This design comes from an exercise in tuning for small area, a short achievable clock period and few clock cycles per item on the open sky130 flow, not from production work. RTL that was checked went through simulation tests only; none was proved equivalent to the original.

## cc_block
module cc_block (
	input					i_clk, i_rstn,
	input					i_start,
	input			[255:0]	i_key,
	input			[95:0]	i_non,
	input			[31:0]	i_cnt,
	output	wire	[511:0]	o_stream,
	output	wire			o_done
);
	localparam [127:0] SIGMA = {32'h6b206574, 32'h79622d32, 32'h3320646e, 32'h61707865};
	wire	[511:0]	w_init = {i_non, i_cnt, i_key, SIGMA};
	reg		[511:0]	r_x;		 
	reg				r_busy;
	reg		[5:0]	r_step;
	reg				r_done;
	wire			w_h = r_step[0];	 
	function automatic integer perm;
		input integer r, j;
		case (r)
			0: perm = (4 - j) % 4;
			1: perm = (5 - j) % 4;
			2: perm = (6 - j) % 4;
			default: perm = (7 - j) % 4;
		endcase
	endfunction
	function automatic [31:0] add_ks;
		input [31:0] x, y;
		reg [31:0] p, g, gg, pp, gn, pn;
		integer i, k;
		begin
			p = x ^ y; g = x & y; gg = g; pp = p;
			for (k = 1; k < 32; k = k * 2) begin
				gn = gg; pn = pp;
				for (i = k; i < 32; i = i + 1) begin
					gn[i] = gg[i] | (pp[i] & gg[i-k]);
					pn[i] = pp[i] & pp[i-k];
				end
				if (k == 1) gn[1] = g[1] | (p[1] & x[0] & y[0]);
				gg = gn; pp = pn;
			end
			add_ks = p ^ {gg[30:0], 1'b0};
		end
  ...
==> module cc_block, before the edit <==
module cc_block (
	input					i_clk, i_rstn,
	input					i_start,
	input			[255:0]	i_key,
	input			[95:0]	i_non,
	input			[31:0]	i_cnt,
	output	wire	[511:0]	o_stream,
	output	wire			o_done
);
	localparam [127:0] SIGMA = {32'h6b206574, 32'h79622d32, 32'h3320646e, 32'h61707865};
	wire	[511:0]	w_init = {i_non, i_cnt, i_key, SIGMA};
	reg		[511:0]	r_x;		 
	reg				r_busy;
	reg		[5:0]	r_step;
	reg				r_done;
	wire			w_h = r_step[0];	 
	function automatic integer perm;
		input integer r, j;
		case (r)
			0: perm = (4 - j) % 4;
			1: perm = (5 - j) % 4;
			2: perm = (6 - j) % 4;
			default: perm = (7 - j) % 4;
		endcase
	endfunction
	function automatic [31:0] add_ks;
		input [31:0] x, y;
		reg [31:0] p, g, gg, pp, gn, pn;
		integer i, k;
		begin
			p = x ^ y; g = x & y; gg = g; pp = p;
			for (k = 1; k < 32; k = k * 2) begin
				gn = gg; pn = pp;
				for (i = k; i < 32; i = i + 1) begin
					gn[i] = gg[i] | (pp[i] & gg[i-k]);
					pn[i] = pp[i] & pp[i-k];
				end
				if (k == 1) gn[1] = g[1] | (p[1] & x[0] & y[0]);
				gg = gn; pp = pn;
			end
			add_ks = p ^ {gg[30:0], 1'b0};
		end
	endfunction
	wire	[511:0]	w_nx;
	genvar gj, gr;
	generate
		for (gj = 0; gj < 4; gj = gj + 1) begin : g_col
			wire [31:0] a = r_x[32*gj +: 32];
			wire [31:0] b = r_x[32*(4+gj) +: 32];
			wire [31:0] c = r_x[32*(8+gj) +: 32];
			wire [31:0] d = r_x[32*(12+gj) +: 32];
			wire [31:0] a1 = add_ks(a, b);
			wire [31:0] t  = d ^ a1;
			wire [31:0] t16 = {t[15:0], t[31:16]};
			wire [31:0] t8  = {t[23:0], t[31:24]};
			wire [31:0] d1 = w_h ? t8 : t16;
			wire [31:0] c1 = add_ks(c, d1);
			wire [31:0] u  = b ^ c1;
			wire [31:0] u12 = {u[19:0], u[31:20]};
			wire [31:0] u7  = {u[24:0], u[31:25]};
		end
		for (gr = 0; gr < 4; gr = gr + 1) begin : g_row
			for (gj = 0; gj < 4; gj = gj + 1) begin : g_pos
				localparam integer K = (gr == 0) ? (4 - gj) % 4 : (gr == 1) ? (5 - gj) % 4 :
									   (gr == 2) ? (6 - gj) % 4 : (7 - gj) % 4;
				wire [31:0] s0, s1;
				if (gr == 0) begin : g_a
					assign s0 = g_col[gj].a1; assign s1 = g_col[K].a1;
				end else if (gr == 1) begin : g_b
					assign s0 = g_col[gj].u12; assign s1 = g_col[K].u7;
				end else if (gr == 2) begin : g_c
					assign s0 = g_col[gj].c1; assign s1 = g_col[K].c1;
				end else begin : g_d
					assign s0 = g_col[gj].t16; assign s1 = g_col[K].t8;
				end
				assign w_nx[32*(4*gr+gj) +: 32] = w_h ? s1 : s0;
			end
		end
	endgenerate
	always @(posedge i_clk) begin
		if (i_start)
			r_x <= w_init;
		else
			r_x <= w_nx;
	end
	always @(posedge i_clk, negedge i_rstn) begin
		if (!i_rstn) begin
			r_busy	<= 1'b0;
			r_step	<= 6'd0;
			r_done	<= 1'b0;
		end
		else begin
			r_done	<= r_busy && (r_step == 6'd39);
			if (i_start) begin
				r_busy	<= 1'b1;
				r_step	<= 6'd0;
			end
			else if (r_busy) begin
				r_busy	<= (r_step != 6'd39);
				r_step	<= r_step + 6'd1;
			end
		end
	end
	function automatic [31:0] add_bk;
		input [31:0] x, y;
		reg [31:0] p, g, gg, pp;
		integer i, k;
		begin
			p = x ^ y; g = x & y; gg = g; pp = p;
			for (k = 1; k < 32; k = k * 2)
				for (i = 2*k - 1; i < 32; i = i + 2*k) begin
					gg[i] = gg[i] | (pp[i] & gg[i-k]);
					pp[i] = pp[i] & pp[i-k];
				end
			for (k = 8; k >= 1; k = k / 2)
				for (i = 3*k - 1; i < 32; i = i + 2*k) begin
					gg[i] = gg[i] | (pp[i] & gg[i-k]);
					pp[i] = pp[i] & pp[i-k];
				end
			add_bk = p ^ {gg[30:0], 1'b0};
		end
	endfunction
	genvar gw;
	generate
		for (gw = 0; gw < 16; gw = gw + 1) begin : g_out
			assign o_stream[32*gw +: 32] = add_bk(r_x[32*gw +: 32], w_init[32*gw +: 32]);
		end
	endgenerate
	assign o_done = r_done;
endmodule
==> flow/config.mk <==
export PLATFORM = sky130hd
export DESIGN_NAME = cc_block
export DESIGN_NICKNAME = cc_block
export VERILOG_FILES = /design/flow/design.v
export SDC_FILE = /design/flow/constraint.sdc
export NUM_CORES = 8
export LEC_CHECK = 0
export ABC_AREA = 1
export CAP_MARGIN = 20
export CORE_MARGIN = 2
export CORE_UTILIZATION = 48
export PLACE_DENSITY = 0.7
export SETUP_SLACK_MARGIN = 0.5
export SLEW_MARGIN = 20
==> flow/constraint.sdc <==
create_clock -name core_clock -period 5.5 [get_ports {i_clk}]
set_input_delay 1.1000 -clock core_clock [delete_from_list [all_inputs] [get_ports {i_clk}]]
set_output_delay 1.1000 -clock core_clock [all_outputs]
set_load 0.01 [all_outputs]
standard.sh (not shown) runs the stock make flow with config.mk's settings and CLKGATE_MAP_FILE= SYNTH_SCRIPT=/design/flow/synth_recipe.tcl, a recipe that flattens the netlist after the stock synthesis.
==> flow/flow/run.sh <==
#!/bin/bash
# Layout flow: the standard flow (standard.sh) with the input and output
# port buffers made from the library's smallest buffer instead of the delay
# cell the placer picks by default. Every port still gets its own buffer.
set -uo pipefail
cd "$(dirname "${BASH_SOURCE[0]}")/.."
bash standard.sh 'BUFFER_PORTS_ARGS=-buffer_cell sky130_fd_sc_hd__buf_1' finish > flow_standard.log 2>&1
Change:
--- a/flow/design.v
+++ b/flow/design.v
@@ -12,19 +12,10 @@
 	reg		[511:0]	r_x;		 
 	reg				r_busy;
 	reg		[5:0]	r_step;
 	reg				r_done;
 	wire			w_h = r_step[0];	 
-	function automatic integer perm;
-		input integer r, j;
-		case (r)
-			0: perm = (4 - j) % 4;
-			1: perm = (5 - j) % 4;
-			2: perm = (6 - j) % 4;
-			default: perm = (7 - j) % 4;
-		endcase
-	endfunction
 	function automatic [31:0] add_ks;
 		input [31:0] x, y;
 		reg [31:0] p, g, gg, pp, gn, pn;
 		integer i, k;
 		begin
@@ -33,11 +24,10 @@
 				gn = gg; pn = pp;
 				for (i = k; i < 32; i = i + 1) begin
 					gn[i] = gg[i] | (pp[i] & gg[i-k]);
 					pn[i] = pp[i] & pp[i-k];
 				end
-				if (k == 1) gn[1] = g[1] | (p[1] & x[0] & y[0]);
 				gg = gn; pp = pn;
 			end
 			add_ks = p ^ {gg[30:0], 1'b0};
 		end
 	endfunction
The changed run finished with timing, DRC and antenna clean. Design area decreases by 16%. Worst hold slack improves by 5.3 ps. Via count is lower by 10%. Wire length goes down by 16%. Global-route usage went down by 8.6 points.
Testbench counts after the change, summed over its fixed seeds: cycles 7,872, blocks 192.
For the first run of this note, only the layout was checked, not whether the RTL still works.

==> separate check: timing with driven ports <==
In the flow no input, the clock included, has a driving cell. The finished layouts below were timed again as built, in two steps. Step 1 assumes that a clkbuf_16 drives the clock port and a buf_2 every other input. Step 2 adds t to the input delays and takes it off the output delays; t is the mean of the earliest and latest rising clock arrival at the registers after step 1. Input paths then give back, and output paths get back, about the clock's delay inside the block. a / b / c = ideal / step 1 / step 2; a / b = the first two.
run	t, ns	slack for setup (ns)	worst hold slack (ns)	worst setup path at the end	worst slew at a driven data input, ns
the first run	0.756	0.164 / 0.076 / 0.120	0.360 / 0.296 / 0.547	input to output	0.27
the second run	0.734	0.483 / 0.374 / 0.374	0.365 / 0.303 / 0.551	input to output	0.21
After both steps setup and hold are still met in every run listed. The setup slack of the second run, which loses most, moves by -0.109 ns with the drivers and by -0.109 ns with both steps.
